Source: an optimization exercise on an open RTL-to-GDS flow (aim: small area and a short achievable clock period). Production flows keep margins and buffers that such runs may drop.
For this run, only the layout was checked, not whether the RTL still works.
No driver is modelled on the clock port, so clocking that relies on it looks cheaper here than on a real chip.
Power and IR drop assume default switching activity.

[flow/flow/run.sh]
#!/bin/bash
set -euo pipefail
export REMOVE_ABC_BUFFERS=1
bash standard.sh > flow.log 2>&1
[flow/standard.sh]
#!/bin/bash
# synth_recipe.tcl (not shown) runs the flow's synth.tcl, then flattens the netlist and writes it again
# the make line also repeats each setting of config.mk as NAME=value (left out here)
make -C /OpenROAD-flow-scripts/flow DESIGN_CONFIG=/design/flow/config.mk WORK_HOME=/design/flow/orfs CLKGATE_MAP_FILE= SYNTH_SCRIPT=/design/flow/synth_recipe.tcl "${@:-finish}"
[flow/config.mk]
export PLATFORM = sky130hd
export DESIGN_NAME = basic_pe_array_ws
export DESIGN_NICKNAME = basic_pe_array_ws
export VERILOG_FILES = /design/flow/design.v
export SDC_FILE = /design/flow/constraint.sdc
export NUM_CORES = 4
export LEC_CHECK = 0
export CAP_MARGIN = 20
export CORE_MARGIN = 2
export CORE_UTILIZATION = 60
export SETUP_SLACK_MARGIN = 4.5
export SLEW_MARGIN = 20
export SYNTH_HIERARCHICAL = 1
export SYNTH_MINIMUM_KEEP_SIZE = 0
[flow/constraint.sdc]
create_clock -name core_clock -period 9.0 [get_ports {clk}]
set_input_delay 1.8000 -clock core_clock [delete_from_list [all_inputs] [get_ports {clk}]]
set_output_delay 1.8000 -clock core_clock [all_outputs]
set_load 0.01 [all_outputs]
[flow/design.v]
module basic_pe_array_ws (clk, reset, a_vec, b_vec, c_vec);
parameter size=8, row=8, col=8;
input wire clk, reset;
input wire [row*size-1:0] a_vec;
input wire [row*col*size-1:0] b_vec;
output wire [col*row*(2*size+1)-1:0] c_vec;
wire [2*size:0] cw [0:row*col-1];
wire [2*size:0] cnw [0:row*col-1];
wire [size-1:0] aw [0:row*col-1];    
genvar r, c;
generate
  for (r = 0; r < row; r = r + 1) begin : gr
    reg [size-1:0] ah [0:col-2];
    always @(posedge clk) begin : sh
      integer i;
      for (i = 0; i < col-1; i = i + 1)
        if (reset) ah[i] <= 0;
        else ah[i] <= aw[row*r+i];
    end
    for (c = 0; c < col; c = c + 1) begin : gc
      wire [size-1:0] bw = b_vec[size*(row*col-1-(row*r+c)) +: size];
      if (c == 0) begin : ga
        assign aw[row*r+c] = a_vec[size*(row-1-r) +: size];
      end else begin : ga
        assign aw[row*r+c] = ah[c-1];
      end
      if (c == 0 && r == 0) begin : pe
        pe_ws_az u (.clk(clk), .reset(reset), .a(aw[row*r+c]), .b(bw), .s({(2*size+1){1'b0}}), .sn({(2*size+1){1'b1}}), .c(cw[row*r+c]), .cn(cnw[row*r+c]));
      end else if (c == 0) begin : pe
        pe_ws_as u (.clk(clk), .reset(reset), .a(aw[row*r+c]), .b(bw), .s(cw[row*(r-1)+c]), .sn(cnw[row*(r-1)+c]), .c(cw[row*r+c]), .cn(cnw[row*r+c]));
      end else if (r == 0) begin : pe
        pe_ws_rz u (.clk(clk), .reset(reset), .a(aw[row*r+c]), .b(bw), .s({(2*size+1){1'b0}}), .sn({(2*size+1){1'b1}}), .c(cw[row*r+c]), .cn(cnw[row*r+c]));
      end else begin : pe
        pe_ws_rs u (.clk(clk), .reset(reset), .a(aw[row*r+c]), .b(bw), .s(cw[row*(r-1)+c]), .sn(cnw[row*(r-1)+c]), .c(cw[row*r+c]), .cn(cnw[row*r+c]));
      end
      assign c_vec[(2*size+1)*(row*col-1-(row*r+c)) +: 2*size+1] = cw[row*r+c];
    end
  end
endgenerate
endmodule
module pe_ws_rz (clk, reset, a, b, s, sn, c, cn);
input wire clk, reset;
input wire [7:0] a, b;
input wire [16:0] s, sn;    
output wire [16:0] c, cn;
  wire pp0_0 = ~(a[0] & b[0]);
  wire pp0_1 = ~(a[0] & b[1]);
  wire pp0_2 = ~(a[0] & b[2]);
  wire pp0_3 = ~(a[0] & b[3]);
  wire pp0_4 = ~(a[0] & b[4]);
  wire pp0_5 = ~(a[0] & b[5]);
  wire pp0_6 = ~(a[0] & b[6]);
  wire pp0_7 = ~(a[0] & b[7]);
  wire pp1_0 = ~(a[1] & b[0]);
  wire pp1_1 = ~(a[1] & b[1]);
  wire pp1_2 = ~(a[1] & b[2]);
  wire pp1_3 = ~(a[1] & b[3]);
  wire pp1_4 = ~(a[1] & b[4]);
  wire pp1_5 = ~(a[1] & b[5]);
  wire pp1_6 = ~(a[1] & b[6]);
  wire pp1_7 = ~(a[1] & b[7]);
  wire pp2_0 = ~(a[2] & b[0]);
  wire pp2_1 = ~(a[2] & b[1]);
  wire pp2_2 = ~(a[2] & b[2]);
  wire pp2_3 = ~(a[2] & b[3]);
  wire pp2_4 = ~(a[2] & b[4]);
  wire pp2_5 = ~(a[2] & b[5]);
  wire pp2_6 = ~(a[2] & b[6]);
  wire pp2_7 = ~(a[2] & b[7]);
  wire pp3_0 = ~(a[3] & b[0]);
  wire pp3_1 = ~(a[3] & b[1]);
  wire pp3_2 = ~(a[3] & b[2]);
  wire pp3_3 = ~(a[3] & b[3]);
  wire pp3_4 = ~(a[3] & b[4]);
  wire pp3_5 = ~(a[3] & b[5]);
  wire pp3_6 = ~(a[3] & b[6]);
  wire pp3_7 = ~(a[3] & b[7]);
  wire pp4_0 = ~(a[4] & b[0]);
  wire pp4_1 = ~(a[4] & b[1]);
  wire pp4_2 = ~(a[4] & b[2]);
  wire pp4_3 = ~(a[4] & b[3]);
  wire pp4_4 = ~(a[4] & b[4]);
  wire pp4_5 = ~(a[4] & b[5]);
  wire pp4_6 = ~(a[4] & b[6]);
  wire pp4_7 = ~(a[4] & b[7]);
  wire pp5_0 = ~(a[5] & b[0]);
  wire pp5_1 = ~(a[5] & b[1]);
  wire pp5_2 = ~(a[5] & b[2]);
  wire pp5_3 = ~(a[5] & b[3]);
  wire pp5_4 = ~(a[5] & b[4]);
  wire pp5_5 = ~(a[5] & b[5]);
  wire pp5_6 = ~(a[5] & b[6]);
  wire pp5_7 = ~(a[5] & b[7]);
  wire pp6_0 = ~(a[6] & b[0]);
  wire pp6_1 = ~(a[6] & b[1]);
  wire pp6_2 = ~(a[6] & b[2]);
  wire pp6_3 = ~(a[6] & b[3]);
  wire pp6_4 = ~(a[6] & b[4]);
  wire pp6_5 = ~(a[6] & b[5]);
  wire pp6_6 = ~(a[6] & b[6]);
  wire pp6_7 = ~(a[6] & b[7]);
  wire pp7_0 = ~(a[7] & b[0]);
  wire pp7_1 = ~(a[7] & b[1]);
  wire pp7_2 = ~(a[7] & b[2]);
  wire pp7_3 = ~(a[7] & b[3]);
  wire pp7_4 = ~(a[7] & b[4]);
  wire pp7_5 = ~(a[7] & b[5]);
  wire pp7_6 = ~(a[7] & b[6]);
  wire pp7_7 = ~(a[7] & b[7]);
  wire w1, w2;
  xnor_ws h3 (.a(pp0_6), .b(pp1_5), .y(w1));
  or_ws o3 (.a(pp0_6), .b(pp1_5), .y(w2));
  wire w4, w5;
  fa_ws f6 (.a(pp0_7), .b(pp1_6), .ci(pp2_5), .s(w4), .co(w5));
  wire w7, w8;
  xnor_ws h9 (.a(pp3_4), .b(pp4_3), .y(w7));
  or_ws o9 (.a(pp3_4), .b(pp4_3), .y(w8));
  wire w10, w11;
  fa_ws f12 (.a(pp1_7), .b(pp2_6), .ci(pp3_5), .s(w10), .co(w11));
  wire w13, w14;
  xnor_ws h15 (.a(pp4_4), .b(pp5_3), .y(w13));
  or_ws o15 (.a(pp4_4), .b(pp5_3), .y(w14));
  wire w16, w17;
  fa_ws f18 (.a(pp2_7), .b(pp3_6), .ci(pp4_5), .s(w16), .co(w17));
  wire w19, w20;
  xnor_ws h21 (.a(pp0_4), .b(pp1_3), .y(w19));
  or_ws o21 (.a(pp0_4), .b(pp1_3), .y(w20));
  wire w22, w23;
  fa_ws f24 (.a(pp0_5), .b(pp1_4), .ci(pp2_3), .s(w22), .co(w23));
  wire w25, w26;
  xnor_ws h27 (.a(pp3_2), .b(pp4_1), .y(w25));
  or_ws o27 (.a(pp3_2), .b(pp4_1), .y(w26));
  wire w28, w29;
  fa_ws f30 (.a(pp2_4), .b(pp3_3), .ci(pp4_2), .s(w28), .co(w29));
  wire w31, w32;
  fa_ws f33 (.a(pp5_1), .b(pp6_0), .ci(w1), .s(w31), .co(w32));
  wire w34, w35;
  fa_ws f36 (.a(pp5_2), .b(pp6_1), .ci(pp7_0), .s(w34), .co(w35));
  wire w37, w38;
  fa_ws f39 (.a(w2), .b(w7), .ci(w34), .s(w37), .co(w38));
  wire w40, w41;
  fa_ws f42 (.a(pp6_2), .b(pp7_1), .ci(w8), .s(w40), .co(w41));
  wire w43, w44;
  fa_ws f45 (.a(w13), .b(w5), .ci(w10), .s(w43), .co(w44));
  wire w46, w47;
  fa_ws f48 (.a(pp5_4), .b(pp6_3), .ci(pp7_2), .s(w46), .co(w47));
  wire w49, w50;
  fa_ws f51 (.a(w14), .b(w11), .ci(w16), .s(w49), .co(w50));
  wire w52, w53;
  fa_ws f54 (.a(pp3_7), .b(pp4_6), .ci(pp5_5), .s(w52), .co(w53));
  wire w55, w56;
  fa_ws f57 (.a(pp6_4), .b(pp7_3), .ci(w17), .s(w55), .co(w56));
  wire w58, w59;
  fa_ws f60 (.a(pp4_7), .b(pp5_6), .ci(pp6_5), .s(w58), .co(w59));
  wire w61, w62;
  xnor_ws h63 (.a(pp0_3), .b(pp1_2), .y(w61));
  or_ws o63 (.a(pp0_3), .b(pp1_2), .y(w62));
  wire w64, w65;
  fa_ws f66 (.a(pp2_2), .b(pp3_1), .ci(pp4_0), .s(w64), .co(w65));
  wire w67, w68;
  fa_ws f69 (.a(pp5_0), .b(w20), .ci(w25), .s(w67), .co(w68));
  wire w70, w71;
  fa_ws f72 (.a(w26), .b(w23), .ci(w28), .s(w70), .co(w71));
  wire w73, w74;
  fa_ws f75 (.a(w29), .b(w4), .ci(w32), .s(w73), .co(w74));
  wire w76, w77;
  fa_ws f78 (.a(w35), .b(w40), .ci(w38), .s(w76), .co(w77));
  wire w79, w80;
  fa_ws f81 (.a(w46), .b(w41), .ci(w44), .s(w79), .co(w80));
  wire w82, w83;
  fa_ws f84 (.a(w47), .b(w52), .ci(w50), .s(w82), .co(w83));
  wire w85, w86;
  fa_ws f87 (.a(pp7_4), .b(w53), .ci(w58), .s(w85), .co(w86));
  wire w88, w89;
  fa_ws f90 (.a(pp5_7), .b(pp6_6), .ci(pp7_5), .s(w88), .co(w89));
  wire w91, w92;
  xnor_ws h93 (.a(pp0_2), .b(pp1_1), .y(w91));
  or_ws o93 (.a(pp0_2), .b(pp1_1), .y(w92));
  wire w94, w95;
  fa_ws f96 (.a(pp2_1), .b(pp3_0), .ci(w61), .s(w94), .co(w95));
  wire w97, w98;
  fa_ws f99 (.a(w62), .b(w19), .ci(w64), .s(w97), .co(w98));
  wire w100, w101;
  fa_ws f102 (.a(w65), .b(w22), .ci(w67), .s(w100), .co(w101));
  wire w103, w104;
  fa_ws f105 (.a(w68), .b(w31), .ci(w70), .s(w103), .co(w104));
  wire w106, w107;
  fa_ws f108 (.a(w71), .b(w37), .ci(w73), .s(w106), .co(w107));
  wire w109, w110;
  fa_ws f111 (.a(w43), .b(w74), .ci(w76), .s(w109), .co(w110));
  wire w112, w113;
  fa_ws f114 (.a(w49), .b(w77), .ci(w79), .s(w112), .co(w113));
  wire w115, w116;
  fa_ws f117 (.a(w55), .b(w80), .ci(w82), .s(w115), .co(w116));
  wire w118, w119;
  fa_ws f120 (.a(w56), .b(w85), .ci(w83), .s(w118), .co(w119));
  wire w121, w122;
  fa_ws f123 (.a(w59), .b(w88), .ci(w86), .s(w121), .co(w122));
  wire w124, w125;
  fa_ws f126 (.a(pp6_7), .b(pp7_6), .ci(w89), .s(w124), .co(w125));
  wire [16:0] n0 = {1'b1, 1'b1, pp7_7, w124, w121, w116, w113, w110, w107, w104, w101, w98, w95, w92, pp2_0, pp0_1, pp0_0};
  wire [16:0] n1 = {1'b1, 1'b1, w125, w122, w119, w118, w115, w112, w109, w106, w103, w100, w97, w94, w91, pp1_0, 1'b1};
  wire [16:0] sumn = n0 + n1 + 1'b1;
  wire [16:0] sum = ~sumn;
  reg [16:0] cr;
  always @(posedge clk) begin
    if (reset) cr <= 0;
    else cr <= sum;
  end
  assign c = cr;
  assign cn = ~cr;
endmodule
module pe_ws_rs (clk, reset, a, b, s, sn, c, cn);
input wire clk, reset;
input wire [7:0] a, b;
input wire [16:0] s, sn;    
output wire [16:0] c, cn;
  wire pp0_0 = ~(a[0] & b[0]);
  wire pp0_1 = ~(a[0] & b[1]);
  wire pp0_2 = ~(a[0] & b[2]);
  wire pp0_3 = ~(a[0] & b[3]);
  wire pp0_4 = ~(a[0] & b[4]);
  wire pp0_5 = ~(a[0] & b[5]);
  wire pp0_6 = ~(a[0] & b[6]);
  wire pp0_7 = ~(a[0] & b[7]);
  wire pp1_0 = ~(a[1] & b[0]);
  wire pp1_1 = ~(a[1] & b[1]);
  wire pp1_2 = ~(a[1] & b[2]);
  wire pp1_3 = ~(a[1] & b[3]);
  wire pp1_4 = ~(a[1] & b[4]);
  wire pp1_5 = ~(a[1] & b[5]);
  wire pp1_6 = ~(a[1] & b[6]);
  wire pp1_7 = ~(a[1] & b[7]);
  wire pp2_0 = ~(a[2] & b[0]);
  wire pp2_1 = ~(a[2] & b[1]);
  wire pp2_2 = ~(a[2] & b[2]);
  wire pp2_3 = ~(a[2] & b[3]);
  wire pp2_4 = ~(a[2] & b[4]);
  wire pp2_5 = ~(a[2] & b[5]);
  wire pp2_6 = ~(a[2] & b[6]);
  wire pp2_7 = ~(a[2] & b[7]);
  wire pp3_0 = ~(a[3] & b[0]);
  wire pp3_1 = ~(a[3] & b[1]);
  wire pp3_2 = ~(a[3] & b[2]);
  wire pp3_3 = ~(a[3] & b[3]);
  wire pp3_4 = ~(a[3] & b[4]);
  wire pp3_5 = ~(a[3] & b[5]);
  wire pp3_6 = ~(a[3] & b[6]);
  wire pp3_7 = ~(a[3] & b[7]);
  wire pp4_0 = ~(a[4] & b[0]);
  wire pp4_1 = ~(a[4] & b[1]);
  wire pp4_2 = ~(a[4] & b[2]);
  wire pp4_3 = ~(a[4] & b[3]);
  wire pp4_4 = ~(a[4] & b[4]);
  wire pp4_5 = ~(a[4] & b[5]);
  wire pp4_6 = ~(a[4] & b[6]);
  wire pp4_7 = ~(a[4] & b[7]);
  wire pp5_0 = ~(a[5] & b[0]);
  wire pp5_1 = ~(a[5] & b[1]);
  wire pp5_2 = ~(a[5] & b[2]);
  wire pp5_3 = ~(a[5] & b[3]);
  wire pp5_4 = ~(a[5] & b[4]);
  wire pp5_5 = ~(a[5] & b[5]);
  wire pp5_6 = ~(a[5] & b[6]);
  wire pp5_7 = ~(a[5] & b[7]);
  wire pp6_0 = ~(a[6] & b[0]);
  wire pp6_1 = ~(a[6] & b[1]);
  wire pp6_2 = ~(a[6] & b[2]);
  wire pp6_3 = ~(a[6] & b[3]);
  wire pp6_4 = ~(a[6] & b[4]);
  wire pp6_5 = ~(a[6] & b[5]);
  wire pp6_6 = ~(a[6] & b[6]);
  wire pp6_7 = ~(a[6] & b[7]);
  wire pp7_0 = ~(a[7] & b[0]);
  wire pp7_1 = ~(a[7] & b[1]);
  wire pp7_2 = ~(a[7] & b[2]);
  wire pp7_3 = ~(a[7] & b[3]);
  wire pp7_4 = ~(a[7] & b[4]);
  wire pp7_5 = ~(a[7] & b[5]);
  wire pp7_6 = ~(a[7] & b[6]);
  wire pp7_7 = ~(a[7] & b[7]);
  wire w1, w2;
  xnor_ws h3 (.a(sn[5]), .b(pp0_5), .y(w1));
  or_ws o3 (.a(sn[5]), .b(pp0_5), .y(w2));
  wire w4, w5;
  fa_ws f6 (.a(sn[6]), .b(pp0_6), .ci(pp1_5), .s(w4), .co(w5));
  wire w7, w8;
  xnor_ws h9 (.a(pp2_4), .b(pp3_3), .y(w7));
  or_ws o9 (.a(pp2_4), .b(pp3_3), .y(w8));
  wire w10, w11;
  fa_ws f12 (.a(sn[7]), .b(pp0_7), .ci(pp1_6), .s(w10), .co(w11));
  wire w13, w14;
  fa_ws f15 (.a(pp2_5), .b(pp3_4), .ci(pp4_3), .s(w13), .co(w14));
  wire w16, w17;
  xnor_ws h18 (.a(pp5_2), .b(pp6_1), .y(w16));
  or_ws o18 (.a(pp5_2), .b(pp6_1), .y(w17));
  wire w19, w20;
  fa_ws f21 (.a(sn[8]), .b(pp1_7), .ci(pp2_6), .s(w19), .co(w20));
  wire w22, w23;
  fa_ws f24 (.a(pp3_5), .b(pp4_4), .ci(pp5_3), .s(w22), .co(w23));
  wire w25, w26;
  xnor_ws h27 (.a(pp6_2), .b(pp7_1), .y(w25));
  or_ws o27 (.a(pp6_2), .b(pp7_1), .y(w26));
  wire w28, w29;
  fa_ws f30 (.a(sn[9]), .b(pp2_7), .ci(pp3_6), .s(w28), .co(w29));
  wire w31, w32;
  fa_ws f33 (.a(pp4_5), .b(pp5_4), .ci(pp6_3), .s(w31), .co(w32));
  wire w34, w35;
  fa_ws f36 (.a(sn[10]), .b(pp3_7), .ci(pp4_6), .s(w34), .co(w35));
  wire w37, w38;
  xnor_ws h39 (.a(sn[3]), .b(pp0_3), .y(w37));
  or_ws o39 (.a(sn[3]), .b(pp0_3), .y(w38));
  wire w40, w41;
  fa_ws f42 (.a(sn[4]), .b(pp0_4), .ci(pp1_3), .s(w40), .co(w41));
  wire w43, w44;
  xnor_ws h45 (.a(pp2_2), .b(pp3_1), .y(w43));
  or_ws o45 (.a(pp2_2), .b(pp3_1), .y(w44));
  wire w46, w47;
  fa_ws f48 (.a(pp1_4), .b(pp2_3), .ci(pp3_2), .s(w46), .co(w47));
  wire w49, w50;
  fa_ws f51 (.a(pp4_1), .b(pp5_0), .ci(w1), .s(w49), .co(w50));
  wire w52, w53;
  fa_ws f54 (.a(pp4_2), .b(pp5_1), .ci(pp6_0), .s(w52), .co(w53));
  wire w55, w56;
  fa_ws f57 (.a(w2), .b(w7), .ci(w4), .s(w55), .co(w56));
  wire w58, w59;
  fa_ws f60 (.a(pp7_0), .b(w8), .ci(w16), .s(w58), .co(w59));
  wire w61, w62;
  fa_ws f63 (.a(w5), .b(w10), .ci(w13), .s(w61), .co(w62));
  wire w64, w65;
  fa_ws f66 (.a(w17), .b(w25), .ci(w11), .s(w64), .co(w65));
  wire w67, w68;
  fa_ws f69 (.a(w14), .b(w19), .ci(w22), .s(w67), .co(w68));
  wire w70, w71;
  fa_ws f72 (.a(pp7_2), .b(w26), .ci(w20), .s(w70), .co(w71));
  wire w73, w74;
  fa_ws f75 (.a(w23), .b(w28), .ci(w31), .s(w73), .co(w74));
  wire w76, w77;
  fa_ws f78 (.a(pp5_5), .b(pp6_4), .ci(pp7_3), .s(w76), .co(w77));
  wire w79, w80;
  fa_ws f81 (.a(w29), .b(w32), .ci(w34), .s(w79), .co(w80));
  wire w82, w83;
  fa_ws f84 (.a(sn[11]), .b(pp4_7), .ci(pp5_6), .s(w82), .co(w83));
  wire w85, w86;
  fa_ws f87 (.a(pp6_5), .b(pp7_4), .ci(w35), .s(w85), .co(w86));
  wire w88, w89;
  fa_ws f90 (.a(sn[12]), .b(pp5_7), .ci(pp6_6), .s(w88), .co(w89));
  wire w91, w92;
  xnor_ws h93 (.a(sn[2]), .b(pp0_2), .y(w91));
  or_ws o93 (.a(sn[2]), .b(pp0_2), .y(w92));
  wire w94, w95;
  fa_ws f96 (.a(pp1_2), .b(pp2_1), .ci(pp3_0), .s(w94), .co(w95));
  wire w97, w98;
  fa_ws f99 (.a(pp4_0), .b(w38), .ci(w43), .s(w97), .co(w98));
  wire w100, w101;
  fa_ws f102 (.a(w44), .b(w41), .ci(w46), .s(w100), .co(w101));
  wire w103, w104;
  fa_ws f105 (.a(w47), .b(w52), .ci(w50), .s(w103), .co(w104));
  wire w106, w107;
  fa_ws f108 (.a(w53), .b(w58), .ci(w56), .s(w106), .co(w107));
  wire w109, w110;
  fa_ws f111 (.a(w59), .b(w62), .ci(w64), .s(w109), .co(w110));
  wire w112, w113;
  fa_ws f114 (.a(w65), .b(w68), .ci(w70), .s(w112), .co(w113));
  wire w115, w116;
  fa_ws f117 (.a(w76), .b(w71), .ci(w74), .s(w115), .co(w116));
  wire w118, w119;
  fa_ws f120 (.a(w77), .b(w82), .ci(w80), .s(w118), .co(w119));
  wire w121, w122;
  fa_ws f123 (.a(pp7_5), .b(w83), .ci(w88), .s(w121), .co(w122));
  wire w124, w125;
  fa_ws f126 (.a(sn[13]), .b(pp6_7), .ci(pp7_6), .s(w124), .co(w125));
  wire w127, w128;
  xnor_ws h129 (.a(sn[1]), .b(pp0_1), .y(w127));
  or_ws o129 (.a(sn[1]), .b(pp0_1), .y(w128));
  wire w130, w131;
  fa_ws f132 (.a(pp1_1), .b(pp2_0), .ci(w91), .s(w130), .co(w131));
  wire w133, w134;
  fa_ws f135 (.a(w92), .b(w37), .ci(w94), .s(w133), .co(w134));
  wire w136, w137;
  fa_ws f138 (.a(w95), .b(w40), .ci(w97), .s(w136), .co(w137));
  wire w139, w140;
  fa_ws f141 (.a(w98), .b(w49), .ci(w100), .s(w139), .co(w140));
  wire w142, w143;
  fa_ws f144 (.a(w101), .b(w55), .ci(w103), .s(w142), .co(w143));
  wire w145, w146;
  fa_ws f147 (.a(w61), .b(w104), .ci(w106), .s(w145), .co(w146));
  wire w148, w149;
  fa_ws f150 (.a(w67), .b(w107), .ci(w109), .s(w148), .co(w149));
  wire w151, w152;
  fa_ws f153 (.a(w73), .b(w110), .ci(w112), .s(w151), .co(w152));
  wire w154, w155;
  fa_ws f156 (.a(w79), .b(w113), .ci(w115), .s(w154), .co(w155));
  wire w157, w158;
  fa_ws f159 (.a(w85), .b(w116), .ci(w118), .s(w157), .co(w158));
  wire w160, w161;
  fa_ws f162 (.a(w86), .b(w121), .ci(w119), .s(w160), .co(w161));
  wire w163, w164;
  fa_ws f165 (.a(w89), .b(w124), .ci(w122), .s(w163), .co(w164));
  wire w166, w167;
  fa_ws f168 (.a(sn[14]), .b(pp7_7), .ci(w125), .s(w166), .co(w167));
  wire [16:0] n0 = {sn[16], sn[15], w166, w163, w158, w155, w152, w149, w146, w143, w140, w137, w134, w131, w128, pp1_0, sn[0]};
  wire [16:0] n1 = {1'b1, w167, w164, w161, w160, w157, w154, w151, w148, w145, w142, w139, w136, w133, w130, w127, pp0_0};
  wire [16:0] sumn = n0 + n1 + 1'b1;
  wire [16:0] sum = ~sumn;
  reg [16:0] cr;
  always @(posedge clk) begin
    if (reset) cr <= 0;
    else cr <= sum;
  end
  assign c = cr;
  assign cn = ~cr;
endmodule
module pe_ws_az (clk, reset, a, b, s, sn, c, cn);
input wire clk, reset;
input wire [7:0] a, b;
input wire [16:0] s, sn;    
output wire [16:0] c, cn;
  wire pp0_0 = ~(a[0] & b[0]);
  wire pp0_1 = ~(a[0] & b[1]);
  wire pp0_2 = ~(a[0] & b[2]);
  wire pp0_3 = ~(a[0] & b[3]);
  wire pp0_4 = ~(a[0] & b[4]);
  wire pp0_5 = ~(a[0] & b[5]);
  wire pp0_6 = ~(a[0] & b[6]);
  wire pp0_7 = ~(a[0] & b[7]);
  wire pp1_0 = ~(a[1] & b[0]);
  wire pp1_1 = ~(a[1] & b[1]);
  wire pp1_2 = ~(a[1] & b[2]);
  wire pp1_3 = ~(a[1] & b[3]);
  wire pp1_4 = ~(a[1] & b[4]);
  wire pp1_5 = ~(a[1] & b[5]);
  wire pp1_6 = ~(a[1] & b[6]);
  wire pp1_7 = ~(a[1] & b[7]);
  wire pp2_0 = ~(a[2] & b[0]);
  wire pp2_1 = ~(a[2] & b[1]);
  wire pp2_2 = ~(a[2] & b[2]);
  wire pp2_3 = ~(a[2] & b[3]);
  wire pp2_4 = ~(a[2] & b[4]);
  wire pp2_5 = ~(a[2] & b[5]);
  wire pp2_6 = ~(a[2] & b[6]);
  wire pp2_7 = ~(a[2] & b[7]);
  wire pp3_0 = ~(a[3] & b[0]);
  wire pp3_1 = ~(a[3] & b[1]);
  wire pp3_2 = ~(a[3] & b[2]);
  wire pp3_3 = ~(a[3] & b[3]);
  wire pp3_4 = ~(a[3] & b[4]);
  wire pp3_5 = ~(a[3] & b[5]);
  wire pp3_6 = ~(a[3] & b[6]);
  wire pp3_7 = ~(a[3] & b[7]);
  wire pp4_0 = ~(a[4] & b[0]);
  wire pp4_1 = ~(a[4] & b[1]);
  wire pp4_2 = ~(a[4] & b[2]);
  wire pp4_3 = ~(a[4] & b[3]);
  wire pp4_4 = ~(a[4] & b[4]);
  wire pp4_5 = ~(a[4] & b[5]);
  wire pp4_6 = ~(a[4] & b[6]);
  wire pp4_7 = ~(a[4] & b[7]);
  wire pp5_0 = ~(a[5] & b[0]);
  wire pp5_1 = ~(a[5] & b[1]);
  wire pp5_2 = ~(a[5] & b[2]);
  wire pp5_3 = ~(a[5] & b[3]);
  wire pp5_4 = ~(a[5] & b[4]);
  wire pp5_5 = ~(a[5] & b[5]);
  wire pp5_6 = ~(a[5] & b[6]);
  wire pp5_7 = ~(a[5] & b[7]);
  wire pp6_0 = ~(a[6] & b[0]);
  wire pp6_1 = ~(a[6] & b[1]);
  wire pp6_2 = ~(a[6] & b[2]);
  wire pp6_3 = ~(a[6] & b[3]);
  wire pp6_4 = ~(a[6] & b[4]);
  wire pp6_5 = ~(a[6] & b[5]);
  wire pp6_6 = ~(a[6] & b[6]);
  wire pp6_7 = ~(a[6] & b[7]);
  wire pp7_0 = ~(a[7] & b[0]);
  wire pp7_1 = ~(a[7] & b[1]);
  wire pp7_2 = ~(a[7] & b[2]);
  wire pp7_3 = ~(a[7] & b[3]);
  wire pp7_4 = ~(a[7] & b[4]);
  wire pp7_5 = ~(a[7] & b[5]);
  wire pp7_6 = ~(a[7] & b[6]);
  wire pp7_7 = ~(a[7] & b[7]);
  wire w1, w2;
  xnor_ws h3 (.a(pp0_6), .b(pp1_5), .y(w1));
  or_ws o3 (.a(pp0_6), .b(pp1_5), .y(w2));
  wire w4, w5;
  fa_ws f6 (.a(pp0_7), .b(pp1_6), .ci(pp2_5), .s(w4), .co(w5));
  wire w7, w8;
  xnor_ws h9 (.a(pp3_4), .b(pp4_3), .y(w7));
  or_ws o9 (.a(pp3_4), .b(pp4_3), .y(w8));
  wire w10, w11;
  fa_ws f12 (.a(pp1_7), .b(pp2_6), .ci(pp3_5), .s(w10), .co(w11));
  wire w13, w14;
  xnor_ws h15 (.a(pp4_4), .b(pp5_3), .y(w13));
  or_ws o15 (.a(pp4_4), .b(pp5_3), .y(w14));
  wire w16, w17;
  fa_ws f18 (.a(pp2_7), .b(pp3_6), .ci(pp4_5), .s(w16), .co(w17));
  wire w19, w20;
  xnor_ws h21 (.a(pp0_4), .b(pp1_3), .y(w19));
  or_ws o21 (.a(pp0_4), .b(pp1_3), .y(w20));
  wire w22, w23;
  fa_ws f24 (.a(pp0_5), .b(pp1_4), .ci(pp2_3), .s(w22), .co(w23));
  wire w25, w26;
  xnor_ws h27 (.a(pp3_2), .b(pp4_1), .y(w25));
  or_ws o27 (.a(pp3_2), .b(pp4_1), .y(w26));
  wire w28, w29;
  fa_ws f30 (.a(pp2_4), .b(pp3_3), .ci(pp4_2), .s(w28), .co(w29));
  wire w31, w32;
  fa_ws f33 (.a(pp5_1), .b(pp6_0), .ci(w1), .s(w31), .co(w32));
  wire w34, w35;
  fa_ws f36 (.a(pp5_2), .b(pp6_1), .ci(pp7_0), .s(w34), .co(w35));
  wire w37, w38;
  fa_ws f39 (.a(w2), .b(w7), .ci(w34), .s(w37), .co(w38));
  wire w40, w41;
  fa_ws f42 (.a(pp6_2), .b(pp7_1), .ci(w8), .s(w40), .co(w41));
  wire w43, w44;
  fa_ws f45 (.a(w13), .b(w5), .ci(w10), .s(w43), .co(w44));
  wire w46, w47;
  fa_ws f48 (.a(pp5_4), .b(pp6_3), .ci(pp7_2), .s(w46), .co(w47));
  wire w49, w50;
  fa_ws f51 (.a(w14), .b(w11), .ci(w16), .s(w49), .co(w50));
  wire w52, w53;
  fa_ws f54 (.a(pp3_7), .b(pp4_6), .ci(pp5_5), .s(w52), .co(w53));
  wire w55, w56;
  fa_ws f57 (.a(pp6_4), .b(pp7_3), .ci(w17), .s(w55), .co(w56));
  wire w58, w59;
  fa_ws f60 (.a(pp4_7), .b(pp5_6), .ci(pp6_5), .s(w58), .co(w59));
  wire w61, w62;
  xnor_ws h63 (.a(pp0_3), .b(pp1_2), .y(w61));
  or_ws o63 (.a(pp0_3), .b(pp1_2), .y(w62));
  wire w64, w65;
  fa_ws f66 (.a(pp2_2), .b(pp3_1), .ci(pp4_0), .s(w64), .co(w65));
  wire w67, w68;
  fa_ws f69 (.a(pp5_0), .b(w20), .ci(w25), .s(w67), .co(w68));
  wire w70, w71;
  fa_ws f72 (.a(w26), .b(w23), .ci(w28), .s(w70), .co(w71));
  wire w73, w74;
  fa_ws f75 (.a(w29), .b(w4), .ci(w32), .s(w73), .co(w74));
  wire w76, w77;
  fa_ws f78 (.a(w35), .b(w40), .ci(w38), .s(w76), .co(w77));
  wire w79, w80;
  fa_ws f81 (.a(w46), .b(w41), .ci(w44), .s(w79), .co(w80));
  wire w82, w83;
  fa_ws f84 (.a(w47), .b(w52), .ci(w50), .s(w82), .co(w83));
  wire w85, w86;
  fa_ws f87 (.a(pp7_4), .b(w53), .ci(w58), .s(w85), .co(w86));
  wire w88, w89;
  fa_ws f90 (.a(pp5_7), .b(pp6_6), .ci(pp7_5), .s(w88), .co(w89));
  wire w91, w92;
  xnor_ws h93 (.a(pp0_2), .b(pp1_1), .y(w91));
  or_ws o93 (.a(pp0_2), .b(pp1_1), .y(w92));
  wire w94, w95;
  fa_ws f96 (.a(pp2_1), .b(pp3_0), .ci(w61), .s(w94), .co(w95));
  wire w97, w98;
  fa_ws f99 (.a(w62), .b(w19), .ci(w64), .s(w97), .co(w98));
  wire w100, w101;
  fa_ws f102 (.a(w65), .b(w22), .ci(w67), .s(w100), .co(w101));
  wire w103, w104;
  fa_ws f105 (.a(w68), .b(w31), .ci(w70), .s(w103), .co(w104));
  wire w106, w107;
  fa_ws f108 (.a(w71), .b(w37), .ci(w73), .s(w106), .co(w107));
  wire w109, w110;
  fa_ws f111 (.a(w43), .b(w74), .ci(w76), .s(w109), .co(w110));
  wire w112, w113;
  fa_ws f114 (.a(w49), .b(w77), .ci(w79), .s(w112), .co(w113));
  wire w115, w116;
  fa_ws f117 (.a(w55), .b(w80), .ci(w82), .s(w115), .co(w116));
  wire w118, w119;
  fa_ws f120 (.a(w56), .b(w85), .ci(w83), .s(w118), .co(w119));
  wire w121, w122;
  fa_ws f123 (.a(w59), .b(w88), .ci(w86), .s(w121), .co(w122));
  wire w124, w125;
  fa_ws f126 (.a(pp6_7), .b(pp7_6), .ci(w89), .s(w124), .co(w125));
  wire [16:0] n0 = {1'b1, 1'b1, pp7_7, w124, w121, w116, w113, w110, w107, w104, w101, w98, w95, w92, pp2_0, pp0_1, pp0_0};
  wire [16:0] n1 = {1'b1, 1'b1, w125, w122, w119, w118, w115, w112, w109, w106, w103, w100, w97, w94, w91, pp1_0, 1'b1};
  wire [16:0] sumn = n0 + n1 + 1'b1;
  wire [16:0] sum = ~sumn;
  reg [16:0] cr;
  always @(posedge clk) begin
    if (reset) cr <= 0;
    else cr <= sum;
  end
  assign c = cr;
  assign cn = ~cr;
endmodule
module pe_ws_as (clk, reset, a, b, s, sn, c, cn);
input wire clk, reset;
input wire [7:0] a, b;
input wire [16:0] s, sn;    
output wire [16:0] c, cn;
  wire pp0_0 = ~(a[0] & b[0]);
  wire pp0_1 = ~(a[0] & b[1]);
  wire pp0_2 = ~(a[0] & b[2]);
  wire pp0_3 = ~(a[0] & b[3]);
  wire pp0_4 = ~(a[0] & b[4]);
  wire pp0_5 = ~(a[0] & b[5]);
  wire pp0_6 = ~(a[0] & b[6]);
  wire pp0_7 = ~(a[0] & b[7]);
  wire pp1_0 = ~(a[1] & b[0]);
  wire pp1_1 = ~(a[1] & b[1]);
  wire pp1_2 = ~(a[1] & b[2]);
  wire pp1_3 = ~(a[1] & b[3]);
  wire pp1_4 = ~(a[1] & b[4]);
  wire pp1_5 = ~(a[1] & b[5]);
  wire pp1_6 = ~(a[1] & b[6]);
  wire pp1_7 = ~(a[1] & b[7]);
  wire pp2_0 = ~(a[2] & b[0]);
  wire pp2_1 = ~(a[2] & b[1]);
  wire pp2_2 = ~(a[2] & b[2]);
  wire pp2_3 = ~(a[2] & b[3]);
  wire pp2_4 = ~(a[2] & b[4]);
  wire pp2_5 = ~(a[2] & b[5]);
  wire pp2_6 = ~(a[2] & b[6]);
  wire pp2_7 = ~(a[2] & b[7]);
  wire pp3_0 = ~(a[3] & b[0]);
  wire pp3_1 = ~(a[3] & b[1]);
  wire pp3_2 = ~(a[3] & b[2]);
  wire pp3_3 = ~(a[3] & b[3]);
  wire pp3_4 = ~(a[3] & b[4]);
  wire pp3_5 = ~(a[3] & b[5]);
  wire pp3_6 = ~(a[3] & b[6]);
  wire pp3_7 = ~(a[3] & b[7]);
  wire pp4_0 = ~(a[4] & b[0]);
  wire pp4_1 = ~(a[4] & b[1]);
  wire pp4_2 = ~(a[4] & b[2]);
  wire pp4_3 = ~(a[4] & b[3]);
  wire pp4_4 = ~(a[4] & b[4]);
  wire pp4_5 = ~(a[4] & b[5]);
  wire pp4_6 = ~(a[4] & b[6]);
  wire pp4_7 = ~(a[4] & b[7]);
  wire pp5_0 = ~(a[5] & b[0]);
  wire pp5_1 = ~(a[5] & b[1]);
  wire pp5_2 = ~(a[5] & b[2]);
  wire pp5_3 = ~(a[5] & b[3]);
  wire pp5_4 = ~(a[5] & b[4]);
  wire pp5_5 = ~(a[5] & b[5]);
  wire pp5_6 = ~(a[5] & b[6]);
  wire pp5_7 = ~(a[5] & b[7]);
  wire pp6_0 = ~(a[6] & b[0]);
  wire pp6_1 = ~(a[6] & b[1]);
  wire pp6_2 = ~(a[6] & b[2]);
  wire pp6_3 = ~(a[6] & b[3]);
  wire pp6_4 = ~(a[6] & b[4]);
  wire pp6_5 = ~(a[6] & b[5]);
  wire pp6_6 = ~(a[6] & b[6]);
  wire pp6_7 = ~(a[6] & b[7]);
  wire pp7_0 = ~(a[7] & b[0]);
  wire pp7_1 = ~(a[7] & b[1]);
  wire pp7_2 = ~(a[7] & b[2]);
  wire pp7_3 = ~(a[7] & b[3]);
  wire pp7_4 = ~(a[7] & b[4]);
  wire pp7_5 = ~(a[7] & b[5]);
  wire pp7_6 = ~(a[7] & b[6]);
  wire pp7_7 = ~(a[7] & b[7]);
  wire w1, w2;
  xnor_ws h3 (.a(sn[5]), .b(pp0_5), .y(w1));
  or_ws o3 (.a(sn[5]), .b(pp0_5), .y(w2));
  wire w4, w5;
  fa_ws f6 (.a(sn[6]), .b(pp0_6), .ci(pp1_5), .s(w4), .co(w5));
  wire w7, w8;
  xnor_ws h9 (.a(pp2_4), .b(pp3_3), .y(w7));
  or_ws o9 (.a(pp2_4), .b(pp3_3), .y(w8));
  wire w10, w11;
  fa_ws f12 (.a(sn[7]), .b(pp0_7), .ci(pp1_6), .s(w10), .co(w11));
  wire w13, w14;
  fa_ws f15 (.a(pp2_5), .b(pp3_4), .ci(pp4_3), .s(w13), .co(w14));
  wire w16, w17;
  xnor_ws h18 (.a(pp5_2), .b(pp6_1), .y(w16));
  or_ws o18 (.a(pp5_2), .b(pp6_1), .y(w17));
  wire w19, w20;
  fa_ws f21 (.a(sn[8]), .b(pp1_7), .ci(pp2_6), .s(w19), .co(w20));
  wire w22, w23;
  fa_ws f24 (.a(pp3_5), .b(pp4_4), .ci(pp5_3), .s(w22), .co(w23));
  wire w25, w26;
  xnor_ws h27 (.a(pp6_2), .b(pp7_1), .y(w25));
  or_ws o27 (.a(pp6_2), .b(pp7_1), .y(w26));
  wire w28, w29;
  fa_ws f30 (.a(sn[9]), .b(pp2_7), .ci(pp3_6), .s(w28), .co(w29));
  wire w31, w32;
  fa_ws f33 (.a(pp4_5), .b(pp5_4), .ci(pp6_3), .s(w31), .co(w32));
  wire w34, w35;
  fa_ws f36 (.a(sn[10]), .b(pp3_7), .ci(pp4_6), .s(w34), .co(w35));
  wire w37, w38;
  xnor_ws h39 (.a(sn[3]), .b(pp0_3), .y(w37));
  or_ws o39 (.a(sn[3]), .b(pp0_3), .y(w38));
  wire w40, w41;
  fa_ws f42 (.a(sn[4]), .b(pp0_4), .ci(pp1_3), .s(w40), .co(w41));
  wire w43, w44;
  xnor_ws h45 (.a(pp2_2), .b(pp3_1), .y(w43));
  or_ws o45 (.a(pp2_2), .b(pp3_1), .y(w44));
  wire w46, w47;
  fa_ws f48 (.a(pp1_4), .b(pp2_3), .ci(pp3_2), .s(w46), .co(w47));
  wire w49, w50;
  fa_ws f51 (.a(pp4_1), .b(pp5_0), .ci(w1), .s(w49), .co(w50));
  wire w52, w53;
  fa_ws f54 (.a(pp4_2), .b(pp5_1), .ci(pp6_0), .s(w52), .co(w53));
  wire w55, w56;
  fa_ws f57 (.a(w2), .b(w7), .ci(w4), .s(w55), .co(w56));
  wire w58, w59;
  fa_ws f60 (.a(pp7_0), .b(w8), .ci(w16), .s(w58), .co(w59));
  wire w61, w62;
  fa_ws f63 (.a(w5), .b(w10), .ci(w13), .s(w61), .co(w62));
  wire w64, w65;
  fa_ws f66 (.a(w17), .b(w25), .ci(w11), .s(w64), .co(w65));
  wire w67, w68;
  fa_ws f69 (.a(w14), .b(w19), .ci(w22), .s(w67), .co(w68));
  wire w70, w71;
  fa_ws f72 (.a(pp7_2), .b(w26), .ci(w20), .s(w70), .co(w71));
  wire w73, w74;
  fa_ws f75 (.a(w23), .b(w28), .ci(w31), .s(w73), .co(w74));
  wire w76, w77;
  fa_ws f78 (.a(pp5_5), .b(pp6_4), .ci(pp7_3), .s(w76), .co(w77));
  wire w79, w80;
  fa_ws f81 (.a(w29), .b(w32), .ci(w34), .s(w79), .co(w80));
  wire w82, w83;
  fa_ws f84 (.a(sn[11]), .b(pp4_7), .ci(pp5_6), .s(w82), .co(w83));
  wire w85, w86;
  fa_ws f87 (.a(pp6_5), .b(pp7_4), .ci(w35), .s(w85), .co(w86));
  wire w88, w89;
  fa_ws f90 (.a(sn[12]), .b(pp5_7), .ci(pp6_6), .s(w88), .co(w89));
  wire w91, w92;
  xnor_ws h93 (.a(sn[2]), .b(pp0_2), .y(w91));
  or_ws o93 (.a(sn[2]), .b(pp0_2), .y(w92));
  wire w94, w95;
  fa_ws f96 (.a(pp1_2), .b(pp2_1), .ci(pp3_0), .s(w94), .co(w95));
  wire w97, w98;
  fa_ws f99 (.a(pp4_0), .b(w38), .ci(w43), .s(w97), .co(w98));
  wire w100, w101;
  fa_ws f102 (.a(w44), .b(w41), .ci(w46), .s(w100), .co(w101));
  wire w103, w104;
  fa_ws f105 (.a(w47), .b(w52), .ci(w50), .s(w103), .co(w104));
  wire w106, w107;
  fa_ws f108 (.a(w53), .b(w58), .ci(w56), .s(w106), .co(w107));
  wire w109, w110;
  fa_ws f111 (.a(w59), .b(w62), .ci(w64), .s(w109), .co(w110));
  wire w112, w113;
  fa_ws f114 (.a(w65), .b(w68), .ci(w70), .s(w112), .co(w113));
  wire w115, w116;
  fa_ws f117 (.a(w76), .b(w71), .ci(w74), .s(w115), .co(w116));
  wire w118, w119;
  fa_ws f120 (.a(w77), .b(w82), .ci(w80), .s(w118), .co(w119));
  wire w121, w122;
  fa_ws f123 (.a(pp7_5), .b(w83), .ci(w88), .s(w121), .co(w122));
  wire w124, w125;
  fa_ws f126 (.a(sn[13]), .b(pp6_7), .ci(pp7_6), .s(w124), .co(w125));
  wire w127, w128;
  xnor_ws h129 (.a(sn[1]), .b(pp0_1), .y(w127));
  or_ws o129 (.a(sn[1]), .b(pp0_1), .y(w128));
  wire w130, w131;
  fa_ws f132 (.a(pp1_1), .b(pp2_0), .ci(w91), .s(w130), .co(w131));
  wire w133, w134;
  fa_ws f135 (.a(w92), .b(w37), .ci(w94), .s(w133), .co(w134));
  wire w136, w137;
  fa_ws f138 (.a(w95), .b(w40), .ci(w97), .s(w136), .co(w137));
  wire w139, w140;
  fa_ws f141 (.a(w98), .b(w49), .ci(w100), .s(w139), .co(w140));
  wire w142, w143;
  fa_ws f144 (.a(w101), .b(w55), .ci(w103), .s(w142), .co(w143));
  wire w145, w146;
  fa_ws f147 (.a(w61), .b(w104), .ci(w106), .s(w145), .co(w146));
  wire w148, w149;
  fa_ws f150 (.a(w67), .b(w107), .ci(w109), .s(w148), .co(w149));
  wire w151, w152;
  fa_ws f153 (.a(w73), .b(w110), .ci(w112), .s(w151), .co(w152));
  wire w154, w155;
  fa_ws f156 (.a(w79), .b(w113), .ci(w115), .s(w154), .co(w155));
  wire w157, w158;
  fa_ws f159 (.a(w85), .b(w116), .ci(w118), .s(w157), .co(w158));
  wire w160, w161;
  fa_ws f162 (.a(w86), .b(w121), .ci(w119), .s(w160), .co(w161));
  wire w163, w164;
  fa_ws f165 (.a(w89), .b(w124), .ci(w122), .s(w163), .co(w164));
  wire w166, w167;
  fa_ws f168 (.a(sn[14]), .b(pp7_7), .ci(w125), .s(w166), .co(w167));
  wire [16:0] n0 = {sn[16], sn[15], w166, w163, w158, w155, w152, w149, w146, w143, w140, w137, w134, w131, w128, pp1_0, sn[0]};
  wire [16:0] n1 = {1'b1, w167, w164, w161, w160, w157, w154, w151, w148, w145, w142, w139, w136, w133, w130, w127, pp0_0};
  wire [16:0] sumn = n0 + n1 + 1'b1;
  wire [16:0] sum = ~sumn;
  reg [16:0] cr;
  always @(posedge clk) begin
    if (reset) cr <= 0;
    else cr <= sum;
  end
  assign c = cr;
  assign cn = ~cr;
endmodule
module fa_ws (a, b, ci, s, co);
input wire a, b, ci;
output wire s, co;
assign s = a ^ b ^ ci;
assign co = (a & b) | (ci & (a ^ b));
endmodule
module ha_ws (a, b, s, co);
input wire a, b;
output wire s, co;
assign s = a ^ b;
assign co = a & b;
endmodule
module xnor_ws (a, b, y);
input wire a, b;
output wire y;
assign y = ~(a ^ b);
endmodule
module or_ws (a, b, y);
input wire a, b;
output wire y;
assign y = a | b;
endmodule
==> notes.md <==
## timing repair
action | in CTS | in global routing
endpoints found under the setup margin | 590 | 435
pin swaps | 219 | 906
cloned | 0 | 0
hold buffers | 0 | 0
hold endpoints to repair | 0 | 0
resized for setup | 3261 | 2354
buffers inserted | 33 | 228
## layer usage
metal | global-route usage [%] | share of wire (%) | vias to the layer above
met5 | 0 | 0.097 | -
met2 | 56.98 | 43 | 6015
met1 | 44.87 | 37 | 71737
met3 | 15.89 | 12 | 1455
li1 | - | - | 65696
met4 | 25.86 | 7.7 | 94
## through the flow
step                area (um2)  utilization [%]  total power (W)
floorplan               174100                -          0.02671
global placement        195900            66.01          0.03507
detailed placement      195900            66.01          0.03537
CTS                     204500            68.91          0.04569
global route            213600            71.98          0.05376
finish                  213700            71.99          0.05044
## state kept, by name, summed over array words and instances (netlist names)
| signal | count |
|---|---|
| gr.ah | 448 |
| gr.gc.genblk2.genblk1.pe.u.cr | 945 |
| gr.gc.genblk2.pe.u.cr | 119 |
| gr.gc.pe.u.cr | 16 |
## report_power, final
| part | switching [W] | internal, W |
|---|---|---|
| clock network | 0.00336 | 0.00515 |
| logic | 0.0176 | 0.0152 |
| registers | 0.00107 | 0.00797 |
| total | 0.0221 | 0.0284 |
## placed cells by master (no fill, tap or decap), drive strengths merged, types with 50 or more instances in the layout
master,instances
a211oi,57
a21boi,50
a21o,141
a21oi,1017
a221oi,50
a31oi,79
and2,121
buf,705
clkbuf,394
clkdlybuf4s50,1080
dfxtp,1528
diode,112
fa,3032
ha,1008
inv,1226
mux2,473
nand2,4816
nand3,126
nand3b,63
nand4,133
nor2,1308
nor2b,1003
nor3,63
o21a,94
o21ai,508
o21bai,112
o31ai,217
or2,504
xnor2,744
xor2,184
## critical path, stage by stage
cell	delay (ps)
buf_4	140
nand2_1	80
fa_1	480
fa_1	390
fa_1	510
fa_1	420
ha_2	400
nand2_1	120
nor2_1	160
nand3_1	140
o31ai_1	300
mux2_2	380
## path summary, 6_finish.rpt
path         slack, ps                                       to
max               4420  gr[7].gc[3].genblk2.genblk1.pe.u.cr[13]
min                570   gr[0].gc[5].genblk2.genblk1.pe.u.cr[0]
max reg2reg       4750  gr[3].gc[2].genblk2.genblk1.pe.u.cr[16]
min reg2reg        570   gr[0].gc[5].genblk2.genblk1.pe.u.cr[0]
## layout make-up
| class | count | share of cell area [%] |
|---|---|---|
| Inverter | 1212 | 2.129 |
| Antenna cell | 112 | 0.1312 |
| Timing Repair Buffer | 1941 | 8.480 |
| Clock buffer | 263 | 2.570 |
| Sequential cell | 1528 | 14.32 |
| Clock inverter | 96 | 0.6477 |
| Multi-Input combinational cell | 16135 | 69.42 |
| Tap cell | 3939 | 2.307 |
==> out/qor.yml <==
status: "complete, no violations"
drtIter0Drc: 10754
core_mm2: 0.2968
hp-class: "reg -> reg"
worst_clock_skew_ps: 43.87
htree_num_levels: 4
cts.reportedPaths.clkPinSlew_ps: 60
hold_slack_ps: 572.9
setup_tns_ps: 0
antenna_found_initial: 189
crit_type: "in -> reg"
drt-total-wl_um: 596100
wl_per_cell_um: 23.63
first_global_vias: 145423
cts_root_buffer: "clkbuf_16"
slew_headroom_pct: 25.51
dp_slack_ps: 2693
drive_gt1_share_pct: 16.94
portBuffers: 1657
synth_cells: 20019
timing.rr.start: "gr[2].gc[2].genblk2.genblk1.pe.u.cr[6]"
die_w_um: 550.0
power.density_mw_per_mm2: 236.1
worst_ep_required_time_ps: 9760
drv_slew: 0
grt_overflow_total: 0
final_cells: 25226
period_minus_slack_ps: 4582
fin_crit_sh_pct: 50.91
rows: 200
die_y_um: 550.0
worst_pin_slew_ps: 1113
cts_tree: "built"
cp_max_fo: 8
netlist_area_mm2: 0.1788
top_level_ports: 1666
cp-startpoint: "b_vec[39]"
reg2reg_depth: 11
ctsLongestPathBuffers: 4
drcViolationCount: 0
whs_path_depth: 2
insertion_delay_ps: 900
hold_viol: 0
end_kind: "flip-flop"
cts_buffers: 195
first_pass_iters: 8
fp.dieArea_mm2: 0.3025
arrival_ps: 5350
dp_hpwl_um: 484500
seq_area_mm2: 0.03059
max_cap_violations: 0
gp_congestion: 1.028
clock_sinks: 1528
antenna_left: 0
peakVddDrop_mv: 0.2836
leakagePower_nw: 62.88
startpoint_type: "primary input"
placed_cells: 24494
fmax_ghz: 0.2183
yosys_warnings: 27
multiInputGateArea_mm2: 0.1483
synth.avg_cell_area_um2: 8.934
synthToLayoutAreaGrowth_pct: 19.47
grt_util_all_layers_pct: 38.15
fill_cells: 23106
grt_pass1_wl_um: 878600
worstHoldStart: "gr[0].ah[4][0]"
grt_max_degree: 200
initial_utilization_pct: 60.26
rsz0062_at_grt: "yes"
vias: 144997
setup_ws_ps: 4418
vias_per_cell: 5.748
fin_nets: 25631
setup_viol: 0

afterwards: timing with drivers on the ports:
In the flow no input, the clock included, has a driving cell. The finished layout below was timed again as built, in two steps. Step 1 assumes that a clkbuf_16 drives the clock port and a buf_2 every other input. Step 2 times the ports against the registers' clock, not the clock port: input delays grow and output delays shrink by t, the midpoint of the rising clock arrivals with the driver on. Three values: no drivers, after step 1, after step 2; two values: the first two.
t, ns: 1.008
setup WS [ns]: 4.418 / 4.253 / 3.244
latest minus earliest clock arrival (ns): 0.076 / 0.077
worst data-port slew with drivers (ns): 0.36
pins driven straight from the clock port: 1
After both steps setup and hold are still met in this run. For this run, drivers alone change the setup slack by -0.165 ns; drivers and shift together by -1.174 ns.
